Background: an optimization exercise with open tools, aiming at small area, a short achievable clock period and few clock cycles. Do not read the settings as production practice. The RTL was checked by simulation tests, not by an equivalence proof against the original design.

== run A ==
// milestone1
module milestone1(
   input  logic        clock,
   input  logic        resetn,
   input  logic [15:0] SRAM_read_data,
   output logic [17:0] SRAM_address,
   output logic [15:0] SRAM_write_data,
   output logic        SRAM_we_n,
   input  logic        M1_start,
   output logic        M1_end
);
Size in the first run: about 370 flip-flops.
Settings: LEC_CHECK=0, CAP_MARGIN=20, CORE_MARGIN=2, CORE_UTILIZATION=40, SLEW_MARGIN=20, SYNTH_HIERARCHICAL=1, SYNTH_MINIMUM_KEEP_SIZE=0; clock period 11.0 ns.
run.sh (not shown) runs the stock make flow with config.mk's settings and CLKGATE_MAP_FILE= SYNTH_SCRIPT=/design/flow/synth_recipe.tcl, a recipe that flattens the netlist after the stock synthesis.
Testbench counts of run A, summed over its fixed seeds: cycles 1,157,880.
## Diff of input files: run B against run A
==> flow/flow/run.sh (new file) <==
#!/bin/bash
# The standard layout; the timing repair aims at a tighter setup target
# (repair_timing setup margin). Clock and constraints are unchanged.
set -euo pipefail
bash standard.sh SETUP_SLACK_MARGIN=7.8 finish > standard.log 2>&1
==> flow/standard.sh (new file) <==
#!/bin/bash
# synth_recipe.tcl (not shown) runs the flow's synth.tcl, then flattens the netlist and writes it again
# the make line also repeats each setting of config.mk as NAME=value (left out here)
make -C /OpenROAD-flow-scripts/flow DESIGN_CONFIG=/design/flow/config.mk WORK_HOME=/design/flow/orfs CLKGATE_MAP_FILE= SYNTH_SCRIPT=/design/flow/synth_recipe.tcl "${@:-finish}"
removed: flow/run.sh
Results
Run B completed end to end with timing, DRC and antenna clean. The amount of wire on met2 after detailed routing in run B was higher than what run A gave. Delta (run B minus run A): multi-input gate share of the layout cell area down 0.37 points; total routing resource utilization after global routing has remained practically unchanged; first-iteration DRC count saw a decrease. Re post-synthesis share of cell area spent on xor and xnor gates: no difference whatsoever between run A and run B. Comparing run A with run B, the count of placed standard cells including taps came out essentially unchanged. Summary: with run A as the reference, final area in run B moved up by a few percent. Run B ended up with a lower worst path buffer plus inverter count than run A did.
Relative to run B, the following input files were edited for run C:
- CTS_CLUSTER_SIZE: unset -> 40
- CTS_CLUSTER_DIAMETER: unset -> 80
==> flow/run.sh (new file) <==
#!/bin/bash
# synth_recipe.tcl (not shown) runs the flow's synth.tcl, then flattens the netlist and writes it again
# the make line also repeats each setting of config.mk as NAME=value (left out here)
make -C /OpenROAD-flow-scripts/flow DESIGN_CONFIG=/design/flow/config.mk WORK_HOME=/design/flow/orfs CLKGATE_MAP_FILE= SYNTH_SCRIPT=/design/flow/synth_recipe.tcl finish
removed: flow/flow/run.sh
removed: flow/standard.sh
--- outcome ---
- Every run (run B and run C) finished clean.
- Clock-buffer cell count (run C vs. run B) decreases by more than a quarter
- Run C ends up with higher initial antenna violation count than run B does.
- Compared to run B, run C leaves more free space in the core.
- Diff run B -> run C | cell area | decrease of about 4%
- From run B to run C the numbers moved as follows: post-route minimum period rose 0.32 ns, post-route worst setup slack fell 0.32 ns.
- Compared with run B, in run C count of final max-slew check failures has remained practically unchanged, average cell area after synthesis ~0 delta.
--- input diff run C..run D ---
- CTS_CLUSTER_SIZE now 30, was 40
- CTS_CLUSTER_DIAMETER now 100, was 80
## What came out
- Every run in the comparison, run C and run D, completed the flow with a clean layout.
- The setup slack was comparable across run C and run D.
- Run C and run D ended up with roughly the same first-pass GRT wire length.
- Between run C and run D, the cell count went down.
- Run D against run C; count of clock-buffer cells in the layout is down by a little under 10%.
- Between run D and run C, it is run D whose number of iterations in the first detailed-routing pass is lower, by 2.

v56:
milestone1, a different RTL version from the one above (not shown whole).
Size in the first run: roughly 400 flip-flops.
==> flow/config.mk <==
export PLATFORM = sky130hd
export DESIGN_NAME = milestone1
export DESIGN_NICKNAME = milestone1
export VERILOG_FILES = /design/flow/design.v
export SDC_FILE = /design/flow/constraint.sdc
export NUM_CORES = 4
export LEC_CHECK = 0
export CAP_MARGIN = 20
export CORE_MARGIN = 2
export CORE_UTILIZATION = 40
export CTS_CLUSTER_DIAMETER = 100
export CTS_CLUSTER_SIZE = 30
export SLEW_MARGIN = 20
export SYNTH_HIERARCHICAL = 1
export SYNTH_MINIMUM_KEEP_SIZE = 0
==> flow/constraint.sdc <==
create_clock -name core_clock -period 11.0 [get_ports {clock}]
set_input_delay 2.2000 -clock core_clock [delete_from_list [all_inputs] [get_ports {clock}]]
set_output_delay 2.2000 -clock core_clock [all_outputs]
set_load 0.01 [all_outputs]
standard.sh (not shown) runs the stock make flow with config.mk's settings and CLKGATE_MAP_FILE= SYNTH_SCRIPT=/design/flow/synth_recipe.tcl, a recipe that flattens the netlist after the stock synthesis.
==> flow/flow/run.sh <==
#!/bin/bash
# The standard layout; the timing repair aims at a tighter setup target
# (repair_timing setup margin), and the clock tree is built without dummy loads.
# Clock and constraints are unchanged.
set -euo pipefail
bash standard.sh SETUP_SLACK_MARGIN=7.8 "CTS_ARGS=-sink_clustering_enable -repair_clock_nets -sink_clustering_size 30 -sink_clustering_max_diameter 100 -dont_use_dummy_load" finish > standard.log 2>&1
v56 reached the final stage; the timing, design-rule and antenna checks on its layout passed.
Testbench counts of v56, summed over its fixed seeds: cycles 1,157,880.
Input changes introduced in v28 (baseline for comparison: v56):
--- a/flow/flow/run.sh
+++ b/flow/flow/run.sh
@@ -6 +6 @@
-bash standard.sh SETUP_SLACK_MARGIN=7.8 "CTS_ARGS=-sink_clustering_enable -repair_clock_nets -sink_clustering_size 30 -sink_clustering_max_diameter 100 -dont_use_dummy_load" finish > standard.log 2>&1
+bash standard.sh SETUP_SLACK_MARGIN=7.7 "CTS_ARGS=-sink_clustering_enable -repair_clock_nets -sink_clustering_size 30 -sink_clustering_max_diameter 100 -dont_use_dummy_load" finish > standard.log 2>&1
[summary]
The maximum frequency from static timing analysis was comparable across v56 and v28.
After detailed routing, v56 needs more wire than v28.
v28 vs. v56: I/O pin total was more or less identical; cell area went down by about 1%.
Where worst setup slack is concerned, v56 is outperformed by v28.
v28 against v56; non-filler instance count after layout is down slightly.
v28 against v56: cell count of the worst reg-to-reg path shows an increase of 1; via count shows a reduction of about 0.7%.
Input changes introduced in v59 (baseline for comparison: v28):
--- a/flow/flow/run.sh
+++ b/flow/flow/run.sh
@@ -6 +6 @@
-bash standard.sh SETUP_SLACK_MARGIN=7.7 "CTS_ARGS=-sink_clustering_enable -repair_clock_nets -sink_clustering_size 30 -sink_clustering_max_diameter 100 -dont_use_dummy_load" finish > standard.log 2>&1
+bash standard.sh SETUP_SLACK_MARGIN=8.0 "CTS_ARGS=-sink_clustering_enable -repair_clock_nets -sink_clustering_size 30 -sink_clustering_max_diameter 100 -dont_use_dummy_load" finish > standard.log 2>&1
## What came out
In v59, hold slack is higher than in v28. Changes observed in v59 relative to v28: length of the first detailed-routing pass in iterations increased 3; setup slack decreased 0.0065 ns. Relative to v28, cell area has gone up in v59. v59: via count of the first global-routing pass higher than v28. As of v59, footprint of the multi-input gates had risen slightly compared to v28.

Setup of the reference run:
Another version of the RTL of milestone1 (not shown whole).
Size: ~1700 cells after synthesis, about 370 flip-flops, ~55 I/O pins.
==> flow/config.mk <==
export PLATFORM = sky130hd
export DESIGN_NAME = milestone1
export DESIGN_NICKNAME = milestone1
export VERILOG_FILES = /design/flow/design.v
export SDC_FILE = /design/flow/constraint.sdc
export NUM_CORES = 4
export LEC_CHECK = 0
export CAP_MARGIN = 20
export CORE_MARGIN = 2
export CORE_UTILIZATION = 40
export CTS_CLUSTER_DIAMETER = 100
export CTS_CLUSTER_SIZE = 30
export SLEW_MARGIN = 20
export SYNTH_HIERARCHICAL = 1
export SYNTH_MINIMUM_KEEP_SIZE = 0
==> flow/constraint.sdc <==
create_clock -name core_clock -period 11.0 [get_ports {clock}]
set_input_delay 2.2000 -clock core_clock [delete_from_list [all_inputs] [get_ports {clock}]]
set_output_delay 2.2000 -clock core_clock [all_outputs]
set_load 0.01 [all_outputs]
==> flow/flow/run.sh <==
#!/bin/bash
# The standard layout; the timing repair aims at a tighter setup target
# (repair_timing setup margin), the clock tree is built without dummy loads, and
# the port buffers are plain buffers. Clock and constraints are unchanged.
set -euo pipefail
bash standard.sh SETUP_SLACK_MARGIN=7.8 \
  "CTS_ARGS=-sink_clustering_enable -repair_clock_nets -sink_clustering_size 30 -sink_clustering_max_diameter 100 -dont_use_dummy_load" \
  "BUFFER_PORTS_ARGS=-buffer_cell sky130_fd_sc_hd__buf_2" \
  finish > standard.log 2>&1
The reference run: PASS, flow complete, no timing, DRC or antenna violations
Testbench counts of the reference run, summed over its fixed seeds: cycles 1,157,880.
What the trial run does differently from the reference run at the input level:
==> flow/flow/run.sh <==
#!/bin/bash
# The standard layout; the timing repair aims at a tighter setup target
# (repair_timing setup margin), and the clock tree is built without dummy loads.
# Clock and constraints are unchanged.
set -euo pipefail
bash standard.sh SETUP_SLACK_MARGIN=7.8 "CTS_ARGS=-sink_clustering_enable -repair_clock_nets -sink_clustering_size 30 -sink_clustering_max_diameter 100 -dont_use_dummy_load" finish > standard.log 2>&1
Notes after the runs:
Every stage of the flow completed for the trial run, and the final layout passed the timing, design-rule and antenna checks.
On critical-path maximum fanout, the lower figure sits with the reference run, not the trial run.
Re number of library cell types mapped by synthesis: no difference whatsoever between the reference run and the trial run.
The trial run vs the reference run — clock-buffer cell count rose 2.
The trial run -> the reference run: floorplan die area delta 0, exact match
From the reference run to the trial run the numbers moved as follows: initial antenna violation count comparable; actual transition at the worst max-transition pin now larger.
On met2 wirelength from detailed routing, the reference run tracks the trial run almost exactly.

Another version of the RTL of milestone1 (not shown whole).
Size in the first run: ~1800 cells after synthesis, roughly 400 flip-flops, about 55 I/O pins, roughly 22000 µm² of cells after synthesis.
export LEC_CHECK = 0
export CAP_MARGIN = 20
export CORE_MARGIN = 2
export CORE_UTILIZATION = 60
export CTS_CLUSTER_DIAMETER = 100
export CTS_CLUSTER_SIZE = 30
export SLEW_MARGIN = 20
export SYNTH_HIERARCHICAL = 1
export SYNTH_MINIMUM_KEEP_SIZE = 0
create_clock -name core_clock -period 11.0 [get_ports {clock}]
==> flow/flow/run.sh <==
#!/bin/bash
# The standard layout; the timing repair aims at a tighter setup target
# (repair_timing setup margin), and the clock tree is built without dummy loads.
# Clock and constraints are unchanged.
set -euo pipefail
bash standard.sh SETUP_SLACK_MARGIN=7.7 "CTS_ARGS=-sink_clustering_enable -repair_clock_nets -sink_clustering_size 30 -sink_clustering_max_diameter 100 -dont_use_dummy_load" finish > standard.log 2>&1
The starting point passed the timing, design-rule and antenna checks.
Testbench counts at the start, summed over its fixed seeds: cycles 1,157,880.
Then changed:
- CORE_UTILIZATION: 60 -> 40
What happened: Utilization came out lower by 21 points; sequential share of layout area came out lower by 0.59 points; wire length came out higher by 1.1%; critical path depth came out lower by 1; flip-flop and latch count does not change; die area came out higher by 49%; clock skew came out lower by 0.0065 ns; global-route usage came out lower by 9.0 points; cell area came out higher by 1.5%.
Then changed:
- CORE_UTILIZATION: 40 -> 60
- GPL_ROUTABILITY_DRIVEN: unset -> 0
- PLACE_DENSITY: unset -> 0.75
Non-clock buffer count drops by 2. First-iteration DRC count climbs by 9.1%. Setup slack gets better by 0.031 ns. Wire length drops by 2.8%. Global-route usage climbs by 8.2 points. Synthesized area does not change. Hold slack gets better by 0.035 ns. Design area drops by 1.8%.
Then changed:
==> flow/flow/run.sh (replaced) <==
#!/bin/bash
# The standard layout; the timing repair aims at a tighter setup target
# (repair_timing setup margin), and the clock tree is built without dummy loads.
# Clock and constraints are unchanged.
set -euo pipefail
bash standard.sh SETUP_SLACK_MARGIN=7.75 "CTS_ARGS=-sink_clustering_enable -repair_clock_nets -sink_clustering_size 30 -sink_clustering_max_diameter 100 -dont_use_dummy_load" finish > standard.log 2>&1
- GPL_ROUTABILITY_DRIVEN: 0 -> unset
Die area is unchanged.
Setup slack gains 0.0062 ns.
Routed wire length went down slightly.
Sequential cell count stays the same.
Via count went down slightly.
Synthesized cell count is unchanged.
Worst hold slack loses 0.036 ns.

-- port drivers added, routing unchanged --
The results above use ideal ports. As a check the final layouts listed here were re-extracted and re-timed, cells and wires unchanged.
Step 1 sets driving cells, clkbuf_16 on the clock port and buf_2 on the other inputs (assumed; they add their load-dependent delay and slew).
Step 2 adds t to the input delays and takes it off the output delays; t is the mean of the earliest and latest rising clock arrival at the registers after step 1. Input paths then give back, and output paths get back, about the clock's delay inside the block.
Slacks: ideal ports / drivers / drivers and shift; pairs: ideal ports / drivers.
run	t (ns)	slack for setup (ns)	worst hold slack (ns)	clock arrival spread, ns	worst data-port slew with drivers (ns)
run A	0.629	7.169 / 7.110 / 7.270	0.416 / 0.416 / 0.416	0.052 / 0.053	0.04
run B	0.629	7.474 / 7.474 / 7.474	0.416 / 0.416 / 0.416	0.018 / 0.018	0.04
run C	0.633	7.153 / 7.095 / 7.297	0.420 / 0.420 / 0.420	0.029 / 0.029	0.04
run D	0.605	7.152 / 7.094 / 7.262	0.426 / 0.426 / 0.426	0.057 / 0.057	0.04
v56	0.580	7.688 / 7.630 / 7.778	0.365 / 0.365 / 0.365	0.086 / 0.086	0.04
v28	0.579	7.694 / 7.636 / 7.789	0.364 / 0.364 / 0.364	0.083 / 0.083	0.04
v59	0.577	7.688 / 7.633 / 7.822	0.372 / 0.372 / 0.372	0.088 / 0.088	0.03
the reference run	0.578	7.437 / 7.437 / 7.437	0.380 / 0.380 / 0.380	0.063 / 0.063	0.03
the trial run	0.573	7.474 / 7.474 / 7.474	0.403 / 0.403 / 0.403	0.077 / 0.076	0.04
the first run of note 4	0.566	7.700 / 7.644 / 7.787	0.379 / 0.379 / 0.379	0.058 / 0.059	0.07
the second run of note 4	0.588	7.663 / 7.604 / 7.792	0.369 / 0.369 / 0.369	0.054 / 0.054	0.03
the third run of note 4	0.560	7.694 / 7.640 / 7.792	0.404 / 0.404 / 0.404	0.068 / 0.069	0.08
the fourth run of note 4	0.561	7.701 / 7.649 / 7.796	0.368 / 0.368 / 0.368	0.074 / 0.074	0.07
After both steps setup and hold are still met in every run listed.
